This design comes from an exercise in tuning for small area on the open sky130 flow, not from production work.
In this exercise RTL edits were held to simulation tests only and were not proved equivalent to the original.

Setup of pine:
==> module cu, before the edit <==
module cu #(
  parameter [15:0] PR = 16'h8000,
  parameter NS = 2,
  parameter GS = 0               
) (
  input             Clk,
  input  [NS-1:0]   vs,
  input  [19:0]     xi,
  input  [19:0]     yi,
  output [19:0]     xo,
  output [19:0]     yo
);
  function integer nreg(input integer p);
    integer i;
    begin
      nreg = 0;
      for (i = 0; i < p; i = i + 1) if (PR[i]) nreg = nreg + 1;
    end
  endfunction
  wire [19:0] x [0:16];
  wire [19:0] y [0:16];
  wire [19:0] px [0:15];
  wire [19:0] py [0:15];
  wire fz [0:16];
  wire pfz [0:15];
  assign x[0] = xi;
  assign y[0] = yi;
  assign fz[0] = 1'b0;
  wire v0 = vs[nreg(0)];
  wire [19:0] X = x[0];
  wire [19:0] Y = y[0];
  reg  r_mem, en0_mem, d0_mem;
  wire yz0   = (Y == 20'd0);
  wire ymin0 = Y[19] & (Y[18:0] == 19'd0);
  wire r     = v0 ? X[19] : r_mem;
  wire d0v   = X[19] ? (Y[19] & ~ymin0) : ~Y[19];    
  wire en0   = v0 | en0_mem;
  wire d0    = v0 ? d0v : d0_mem;
  always @(posedge Clk) if (v0) begin r_mem <= X[19]; en0_mem <= ~yz0; d0_mem <= d0v; end
  wire n1 = r ^ ~d0;                  
  wire n2 = r ^ d0;                   
  wire [19:0] ox = {20{en0}} & (Y ^ {20{n1}});
  wire [19:0] oy = {20{en0}} & (X ^ {20{n2}});
  assign px[0] = (X ^ {20{r}}) + ox + r + (en0 & n1);
  assign py[0] = (Y ^ {20{r}}) + oy + r + (en0 & n2);
  assign pfz[0] = yz0;
  genvar p;
  generate for (p = 1; p <= 14; p = p + 1) begin : st
    localparam S = p;
    wire v = vs[nreg(p)];
    wire signed [19:0] xx = x[p];
    wire signed [19:0] yy = y[p];
    wire signed [19:0] xsh = xx >>> S;
    wire signed [19:0] ysh = yy >>> S;
    reg  en_mem, d_mem;
    wire yz  = (yy == 20'd0);
    wire en  = v ? ~fz[p] : en_mem;
    wire d   = v ? ~yy[19] : d_mem;
    always @(posedge Clk) if (v) begin en_mem <= ~(fz[p] | yz); d_mem <= ~yy[19]; end
    assign pfz[p] = fz[p] | yz;
    wire [19:0] opx = {20{en}} & (ysh ^ {20{~d}});
    wire [19:0] opy = {20{en}} & (xsh ^ {20{d}});
    wire [19:0] sx, sy;
    padd #(20) ax (xx, opx, en & ~d, sx);
    padd #(20) ay (yy, opy, en & d, sy);
    assign px[p] = sx;
    assign py[p] = sy;
  end endgenerate
  generate
    if (GS) begin : gs
      gk_small gx (x[15], px[15]);
      gk_small gy (y[15], py[15]);
    end else begin : gf
      gk_fast gx (x[15], px[15]);
      gk_fast gy (y[15], py[15]);
    end
  endgenerate
  assign pfz[15] = fz[15];
  generate for (p = 0; p <= 15; p = p + 1) begin : pr
    if (PR[p]) begin : r
      reg [19:0] rx, ry;
      reg        rz;
      always @(posedge Clk) begin rx <= px[p]; ry <= py[p]; rz <= pfz[p]; end
      assign x[p+1] = rx;
      assign y[p+1] = ry;
      assign fz[p+1] = rz;
    end else begin : w
      assign x[p+1] = px[p];
      assign y[p+1] = py[p];
      assign fz[p+1] = pfz[p];
    end
  end endgenerate
  assign xo = x[16];
  assign yo = y[16];
endmodule
make LEC_CHECK=0 ABC_AREA=1 CAP_MARGIN=20 CORE_MARGIN=2 CORE_UTILIZATION=40 SLEW_MARGIN=20 finish   # period 11.0 ns
run.sh (not shown) runs the stock make flow with config.mk's settings and CLKGATE_MAP_FILE= SYNTH_SCRIPT=/design/flow/synth_recipe.tcl, a recipe that flattens the netlist after the stock synthesis.
The inputs of birch differ from those of pine as listed below.
--- a/flow/design.v
+++ b/flow/design.v
@@ -975,17 +975,14 @@
     end
   endfunction
   wire [19:0] x [0:16];
   wire [19:0] y [0:16];
   wire [19:0] px [0:15];
   wire [19:0] py [0:15];
-  wire fz [0:16];
-  wire pfz [0:15];
   assign x[0] = xi;
   assign y[0] = yi;
-  assign fz[0] = 1'b0;
   wire v0 = vs[nreg(0)];
   wire [19:0] X = x[0];
   wire [19:0] Y = y[0];
   reg  r_mem, en0_mem, d0_mem;
   wire yz0   = (Y == 20'd0);
   wire ymin0 = Y[19] & (Y[18:0] == 19'd0);
@@ -996,58 +993,52 @@
   always @(posedge Clk) if (v0) begin r_mem <= X[19]; en0_mem <= ~yz0; d0_mem <= d0v; end
   wire n1 = r ^ ~d0;                  
   wire n2 = r ^ d0;                   
   wire [19:0] ox = {20{en0}} & (Y ^ {20{n1}});
   wire [19:0] oy = {20{en0}} & (X ^ {20{n2}});
   assign px[0] = (X ^ {20{r}}) + ox + r + (en0 & n1);
-  assign py[0] = (Y ^ {20{r}}) + oy + r + (en0 & n2);
-  assign pfz[0] = yz0;
+  assign py[0] = ((Y ^ {20{r}}) + oy + r + (en0 & n2)) & {20{~(v0 & yz0)}};
   genvar p;
   generate for (p = 1; p <= 14; p = p + 1) begin : st
     localparam S = p;
     wire v = vs[nreg(p)];
     wire signed [19:0] xx = x[p];
     wire signed [19:0] yy = y[p];
     wire signed [19:0] xsh = xx >>> S;
     wire signed [19:0] ysh = yy >>> S;
     reg  en_mem, d_mem;
     wire yz  = (yy == 20'd0);
-    wire en  = v ? ~fz[p] : en_mem;
+    wire en  = v | en_mem;
     wire d   = v ? ~yy[19] : d_mem;
-    always @(posedge Clk) if (v) begin en_mem <= ~(fz[p] | yz); d_mem <= ~yy[19]; end
-    assign pfz[p] = fz[p] | yz;
+    always @(posedge Clk) if (v) begin en_mem <= ~yz; d_mem <= ~yy[19]; end
     wire [19:0] opx = {20{en}} & (ysh ^ {20{~d}});
     wire [19:0] opy = {20{en}} & (xsh ^ {20{d}});
     wire [19:0] sx, sy;
     padd #(20) ax (xx, opx, en & ~d, sx);
     padd #(20) ay (yy, opy, en & d, sy);
     assign px[p] = sx;
-    assign py[p] = sy;
+    assign py[p] = sy & {20{~(v & yz)}};
   end endgenerate
   generate
     if (GS) begin : gs
       gk_small gx (x[15], px[15]);
       gk_small gy (y[15], py[15]);
     end else begin : gf
       gk_fast gx (x[15], px[15]);
       gk_fast gy (y[15], py[15]);
     end
   endgenerate
-  assign pfz[15] = fz[15];
   generate for (p = 0; p <= 15; p = p + 1) begin : pr
     if (PR[p]) begin : r
       reg [19:0] rx, ry;
-      reg        rz;
-      always @(posedge Clk) begin rx <= px[p]; ry <= py[p]; rz <= pfz[p]; end
+      always @(posedge Clk) begin rx <= px[p]; ry <= py[p]; end
       assign x[p+1] = rx;
       assign y[p+1] = ry;
-      assign fz[p+1] = rz;
     end else begin : w
       assign x[p+1] = px[p];
       assign y[p+1] = py[p];
-      assign fz[p+1] = pfz[p];
     end
   end endgenerate
   assign xo = x[16];
   assign yo = y[16];
 endmodule
 module padd #(parameter W = 20) (
==> notes.md <==
Gate count after technology mapping, pine and birch: higher on birch
pine → birch: final area up 9400 um^2, max-slew violation count closely matched the old numbers, minimum period implied by the final worst setup slack went down 47 ps, post-synthesis share of cell area spent on full adders, half adders and majority gates fell by 0.58 points.
Compared with pine, in birch share of the final layout cell area in sequential cells has decreased, cell count rose 2742, die area now larger, combined area of the multi-input logic cells now larger.

-- what the ideal ports hide --
No port has a modelled driver above. Below, the same layouts with a new extraction and two added sets of constraints.
Step 1 assumes that a clkbuf_16 drives the clock port and a buf_2 every other input.
Step 2, shift: input delay + t, output delay - t, t = (earliest + latest rising clock arrival at the registers) / 2. This alone moves slack from input paths to output paths.
Three values: ideal ports, drivers, drivers and shift; two values: the first two.
run	shift t [ns]	setup slack, ns	worst setup path after step 2	slew at the worst register clock pin (ns)	worst slew at a driven data input, ns
pine	1.140	0.615 / 0.615 / 0.240	input to register	0.08 / 0.08	0.15
birch	1.175	0.662 / 0.662 / 0.132	input to register	0.08 / 0.08	0.12
After both steps every run listed still meets setup and hold. For birch, which loses most, drivers alone change the setup slack by 0.000 ns; drivers and shift together by -0.530 ns.
